What follows belongs to an exercise in optimizing a design on an open flow for a short achievable clock period and few clock cycles; a production flow would make more cautious choices. In this exercise RTL edits were held to simulation tests only and were not proved equivalent to the original. Power is estimated from default activity; no workload was simulated.

[flow/run.sh]
#!/bin/bash
# synth_recipe.tcl (not shown) runs the flow's synth.tcl, then flattens the netlist and writes it again
# the make line also repeats each setting of config.mk as NAME=value (left out here)
make -C /OpenROAD-flow-scripts/flow DESIGN_CONFIG=/design/flow/config.mk WORK_HOME=/design/flow/orfs CLKGATE_MAP_FILE= SYNTH_SCRIPT=/design/flow/synth_recipe.tcl finish
[flow/config.mk]
export PLATFORM = sky130hd
export DESIGN_NAME = Processor
export DESIGN_NICKNAME = Processor
export VERILOG_FILES = /design/flow/design.v
export SDC_FILE = /design/flow/constraint.sdc
export NUM_CORES = 4
export LEC_CHECK = 0
export CAP_MARGIN = 20
export CORE_MARGIN = 2
export CORE_UTILIZATION = 40
export PLACE_DENSITY = 0.6
export SLEW_MARGIN = 20
[flow/constraint.sdc]
create_clock -name core_clock -period 5.5 [get_ports {clk}]
set_input_delay 1.1000 -clock core_clock [delete_from_list [all_inputs] [get_ports {clk}]]
set_output_delay 1.1000 -clock core_clock [all_outputs]
set_load 0.01 [all_outputs]
[flow/design.v]
module Processor (
    input wire clk,
    input wire reset,
    output reg [31:0] mem_addr,
    output reg [31:0] mem_wdata,
    input wire [31:0] mem_rdata,
    output reg mem_wen
);
    localparam FETCH=0, DECODE=1, EXEC=2, MEM=3, WRITEBACK=4;
    reg [2:0] state, next_state;
    reg [31:0] PC, IR, MDR, A, B, ALUOut;
    reg [31:0] RegFile [0:15];
    wire [5:0] opcode = IR[31:26];
    wire [3:0] rs = IR[24:21];  
    wire [3:0] rt = IR[19:16];
    wire [3:0] rd = IR[14:11];
    wire [15:0] imm = IR[15:0];
    wire [31:0] sign_ext_imm = {{16{imm[15]}}, imm};
    wire [25:0] jump_addr = IR[25:0];
    integer i;
    always @(posedge clk or posedge reset) begin
        if (reset) begin
            for (i=0; i<16; i=i+1) RegFile[i] <= 0;
            PC <= 0;
            state <= FETCH;
            MDR <= 0;
        end else begin
            RegFile[0] <= 0;  
            state <= next_state;
            if (state == FETCH)  IR <= mem_rdata; 
            if (state == DECODE) begin A <= RegFile[rs]; B <= RegFile[rt]; end
            if (state == MEM)    MDR <= mem_rdata; 
            if (state == DECODE && opcode == 6'h03) RegFile[15] <= PC; 
            if (state == WRITEBACK) begin
                if (opcode == 6'h00) RegFile[rd] <= ALUOut;
                else if (opcode == 6'h23) RegFile[rt] <= MDR;
                else if (opcode[5:3] == 3'b001) RegFile[rt] <= ALUOut;
            end
            if (state == FETCH) PC <= PC + 1;
            else if (state == EXEC) begin
               if (opcode == 6'h04 && A == B) PC <= PC + sign_ext_imm;
               if (opcode == 6'h05 && A != B) PC <= PC + sign_ext_imm;
               if (opcode == 6'h02) PC <= jump_addr;
               if (opcode == 6'h03) PC <= jump_addr;
               if (opcode == 6'h00 && IR[5:0] == 6'h08) PC <= A;
            end
        end
    end
    reg [31:0] ALUResult;
    reg [31:0] Operand2;
    always @(*) begin
        if (state == EXEC && (opcode[5:3] == 3'b001 || opcode == 6'h23 || opcode == 6'h2B)) 
            Operand2 = sign_ext_imm;
        else 
            Operand2 = B;
        case (opcode)
            6'h00: begin  
                case (IR[5:0]) 
                    6'h20: ALUResult = A + Operand2; 
                    6'h22: ALUResult = A - Operand2; 
                    6'h24: ALUResult = A & Operand2; 
                    6'h25: ALUResult = A | Operand2; 
                    6'h2A: ALUResult = (A < Operand2) ? 1 : 0; 
                    default: ALUResult = 0;
                endcase
            end
            6'h08: ALUResult = A + Operand2; 
            6'h0C: ALUResult = A & Operand2; 
            6'h23: ALUResult = A + Operand2;  
            6'h2B: ALUResult = A + Operand2;  
            default: ALUResult = 0;
        endcase
    end
    always @(posedge clk) if (state == EXEC || state == DECODE) ALUOut <= ALUResult;
    always @(*) begin
        mem_wen = 0;
        mem_addr = PC;
        mem_wdata = B; 
        case (state)
            FETCH: begin mem_addr = PC; next_state = DECODE; end
            DECODE: next_state = EXEC; 
            EXEC: begin
                if (opcode == 6'h23 || opcode == 6'h2B) next_state = MEM;
                else if (opcode == 6'h00 || opcode[5:3] == 3'b001) next_state = WRITEBACK;
                else next_state = FETCH;
            end
            MEM: begin
                mem_addr = ALUOut; 
                if (opcode == 6'h2B) begin mem_wen = 1; next_state = FETCH; end 
                else next_state = WRITEBACK; 
            end
            WRITEBACK: next_state = FETCH;
            default: next_state = FETCH;
        endcase
    end
endmodule
==> flow_metrics.env <==
export IMPL_status="complete, no violations"
export IMPL_area_growth_pct=12.92
export IMPL_hp_class="flip-flop to flip-flop"
export IMPL_placedCellCount=5776
export IMPL_start_util_pct=40.23
export IMPL_port_buffers=98
export IMPL_clk_latency_ns=0.67
export IMPL_die_w_um=326.2
export IMPL_wirelength_um=179800
export IMPL_ant_nets=0
export IMPL_leakage_nw=19.28
export IMPL_holdWs_ns=0.5106
export IMPL_hold_violations=0
export IMPL_grt_max_degree=131
export IMPL_power_density_nw_per_um2=487.2
export IMPL_ios=99
export IMPL_route_met2_wl_um=77290
export IMPL_drc_errors=0
export IMPL_skew_ns=0.03790
export IMPL_synth_area_per_cell_um2=9.166
export IMPL_required_ns=5.92
export IMPL_fin_util_pct=45.42
export IMPL_numCtsBuffers=78
export IMPL_fmax_mhz=200.9
export IMPL_cts_tree="yes"
export IMPL_synth_seq_area_share_pct=44.16
export IMPL_cts_sinks=707
export IMPL_cp_max_fo=10
export IMPL_grt_use_total_pct=32.95
export IMPL_max_cap_violations=0
export IMPL_rows=118
export IMPL_synth_ff_type="dfrtp_1"
export IMPL_dieHeight_um=326.2
export IMPL_final_cells=5923
export IMPL_post_cts_resized=0
export IMPL_die_area_um2=106400
export IMPL_place_congestion=0.9768
export IMPL_finalSetupViolCount=0
export IMPL_worstSetupPathType="flip-flop to flip-flop"
export IMPL_met3RoutedLength_um=21030
export IMPL_topRoutingLayerUsed="met5"
export IMPL_grt_pass1_wl_um=260100
export IMPL_drt_iter0_drc=5007
export IMPL_netlist_area_um2=41510
export IMPL_yosysWarnings=2
export IMPL_rsz0062_at_grt="false"
export IMPL_crit_path_start_kind="flip-flop"
export IMPL_avgViaCountPerCell=6.572
export IMPL_worstPathArrival_ns=5.39
export IMPL_wire_per_inst_um=30.36
export IMPL_tightest_slew_ns=1.207
export IMPL_synthCells=4529
export IMPL_antenna_found_initial=10
export IMPL_syn_nets=4695
export IMPL_cp_end_kind="flip-flop"
export IMPL_async_flop_share_pct=81.90
export IMPL_post_cts_buffers=0
export IMPL_fin_crit_sh_pct=90.48
export IMPL_layout_drive_gt1_share_pct=10.42
export IMPL_htreeDepth=3
export IMPL_report_final_slew_viol_count=0
export IMPL_vdd_drop_max_uv=329.1
export IMPL_vias=38920
export IMPL_coreArea_um2=103200
export IMPL_yosysUniqueCellTypes=102
export IMPL_hpwl_um=117000
export IMPL_first_pass_iters=9
export IMPL_clk_pin_slew_ns=0.07
export IMPL_synth_seq_cells=707
export IMPL_m1WireLength_um=70520
export IMPL_max_clock_path_buffers=3
export IMPL_layout_nets=4642
export IMPL_cts_root_buf="clkbuf_16"
export IMPL_finalCriticalPeriod_ns=4.976
export IMPL_hold_buffers=0
export IMPL_grt_pass1_vias=37040
export IMPL_gr_total_overflow=0
export IMPL_slew_headroom_pct=19.32
export IMPL_synth_edf_count=128
[final cells by class]
| type | instances | area (um^2) |
|---|---|---|
| antenna | 4 | 10.01 |
| tap | 1380 | 1727 |
| clock inverter | 34 | 417.9 |
| clock buffer | 109 | 2316 |
| sequential | 707 | 18330 |
| fill | 9904 | 56320 |
| inverter | 114 | 431.7 |
| timing repair buffer | 243 | 2132 |
| multi-input combinational | 3332 | 21510 |
[per-layer routing]
| metal | global-route usage (%) | vias up |
|---|---|---|
| met2 | 48.96 | 2585 |
| met4 | 16.97 | 8 |
| met5 | 1.198 | - |
| met3 | 9.390 | 623 |
| met1 | 43.57 | 18930 |
| li1 | - | 16780 |
[cell families (layout without fill, tap and decap cells)]
logic type | Yosys count | after routing | share of synthesized area, %
compound gates | 1762 | 1762 | 27.99
xor+xnor | 97 | 97 | 2.046
fa+ha+maj | 132 | 132 | 4.033
buf+inv | 490 | 500 | 4.792
flops | 707 | 707 | 44.16
mux | 153 | 153 | 3.927
other cells | 0 | 4 | 0
simple gates | 1188 | 1188 | 13.05
[flip-flops by register name, indices dropped and copies added, names as in the netlist]
signal	cells
RegFile	512
ALUOut	32
A	32
B	32
IR	32
MDR	32
PC	32
state	3
[power breakdown]
group	internal [mW]	switching [mW]
Clock	3.34	2.36
Combinational	3.37	5.65
Sequential	6.42	1.70
[metrics by stage]
step | TNS [ns] | area (um^2) | total power, mW | setup slack (ns)
2_1_floorplan | -2422.84 | 41520 | 13.18 | -6.236
3_3_place_gp | 0 | 44120 | 16.75 | 0.7629
3_5_place_dp | 0 | 44130 | 16.80 | 0.7157
4_1_cts | 0 | 46870 | 22.50 | 0.7023
5_1_grt | 0 | 46870 | 23.73 | 0.3923
6_report | 0 | 46880 | 22.84 | 0.5235
[worst max-delay path: stages, from the launching register on]
cell and delay [ns]:
edfxtp_1 0.48, nand3_1 0.17, nor3_1 0.08, o211ai_1 0.56, buf_4 0.32, mux2_2 0.37
inv_1 0.09, ha_1 0.30, o211ai_1 0.24, or2_1 0.29, nor3_1 0.42, o22ai_1 0.29
o22ai_1 0.50, o21ai_0 0.18, a21oi_1 0.23, xnor2_1 0.15, o21ai_1 0.07
[synth_stat cells, types with 14 or more instances]
cell / instances / area share, %
nor4_1: 16 / 0.24
nor2_1: 530 / 4.8
buf_2: 92 / 1.1
o221ai_1: 27 / 0.57
a21oi_1: 563 / 6.8
dfrtp_1: 579 / 35
o21a_1: 20 / 0.36
ha_1: 129 / 3.9
nor3_1: 46 / 0.55
o22a_1: 66 / 1.4
nand4_1: 109 / 1.6
a22o_1: 46 / 0.97
nand2b_1: 20 / 0.30
a22oi_1: 442 / 8.0
clkbuf_1: 258 / 2.3
buf_1: 17 / 0.15
mux2_2: 79 / 2.1
nand3_1: 79 / 0.95
o21ai_1: 23 / 0.28
nor2b_1: 14 / 0.21
edfxtp_1: 128 / 9.3
a31oi_1: 19 / 0.29
a221oi_1: 55 / 1.2
o22ai_1: 30 / 0.45
nand2_1: 279 / 2.5
o211ai_1: 40 / 0.72
xor2_1: 22 / 0.46
o21ai_0: 248 / 3.0
inv_1: 111 / 1.0
mux2i_1: 74 / 1.8
a211oi_1: 21 / 0.38
and3_1: 17 / 0.26
xnor2_1: 75 / 1.6
o21bai_1: 17 / 0.31
a21o_1: 49 / 0.89
[placed cells by master, fill, tap and decap left out, drive strengths merged, types with 20 or more instances in the layout]
cell and count:
dfrtp 579, o21ai 273, ha 129, a221oi 57
o22a 66, mux2 79, nor3 52, nand4 110
nor4 20, edfxtp 128, clkdlybuf4s50 98, clkbuf 109
mux2i 74, nand3 79, o21a 20, a21oi 573
a22o 46, o22ai 30, o211ai 40, nand2b 20
a211oi 22, xor2 22, a31oi 20, inv 120
o221ai 27, buf 145, nand2 279, a22oi 442
xnor2 75, nor2 535, a21o 49
[worst paths after layout]
path,from,endpoint,slack [ns],cells after the start
setup / recovery,IR[26]$_DFFE_PP_,ALUOut[27]$_DFFE_PP_,0.52,16
hold / removal,RegFile[7][12]$_DFFE_PP0P_,RegFile[7][12]$_DFFE_PP0P_,0.51,2
setup reg to reg,IR[26]$_DFFE_PP_,ALUOut[27]$_DFFE_PP_,0.52,16
hold reg to reg,RegFile[7][12]$_DFFE_PP0P_,RegFile[7][12]$_DFFE_PP0P_,0.51,2
max in group asynchronous,reset,RegFile[1][8]$_DFFE_PP0P_,2.81,4
min in group asynchronous,reset,RegFile[10][4]$_DFFE_PP0P_,0.94,2
Testbench counts, summed over its fixed seeds: cycles 340,854.

-- re-timing with driven ports --
How much do the figures lean on ideal ports? The routed layout below was timed once more, with nothing changed but the port constraints.
Step 1: set_driving_cell puts a clkbuf_16 on clk and a buf_2 on each other input, an assumption about the parent block.
Step 2, shift: input delay + t, output delay - t, t = (earliest + latest rising clock arrival at the registers) / 2. This alone moves slack from input paths to output paths.
a / b / c = no drivers / after step 1 / after step 2; a / b = the first two.
shift t [ns]: 0.735
setup WS [ns]: 0.524 / 0.524 / 0.524
worst setup path after step 2: register to register
clock arrival spread, ns: 0.038 / 0.038
After both steps this run still meets setup and hold. The setup slack of this run moves by 0.000 ns with the drivers and by 0.000 ns with both steps.
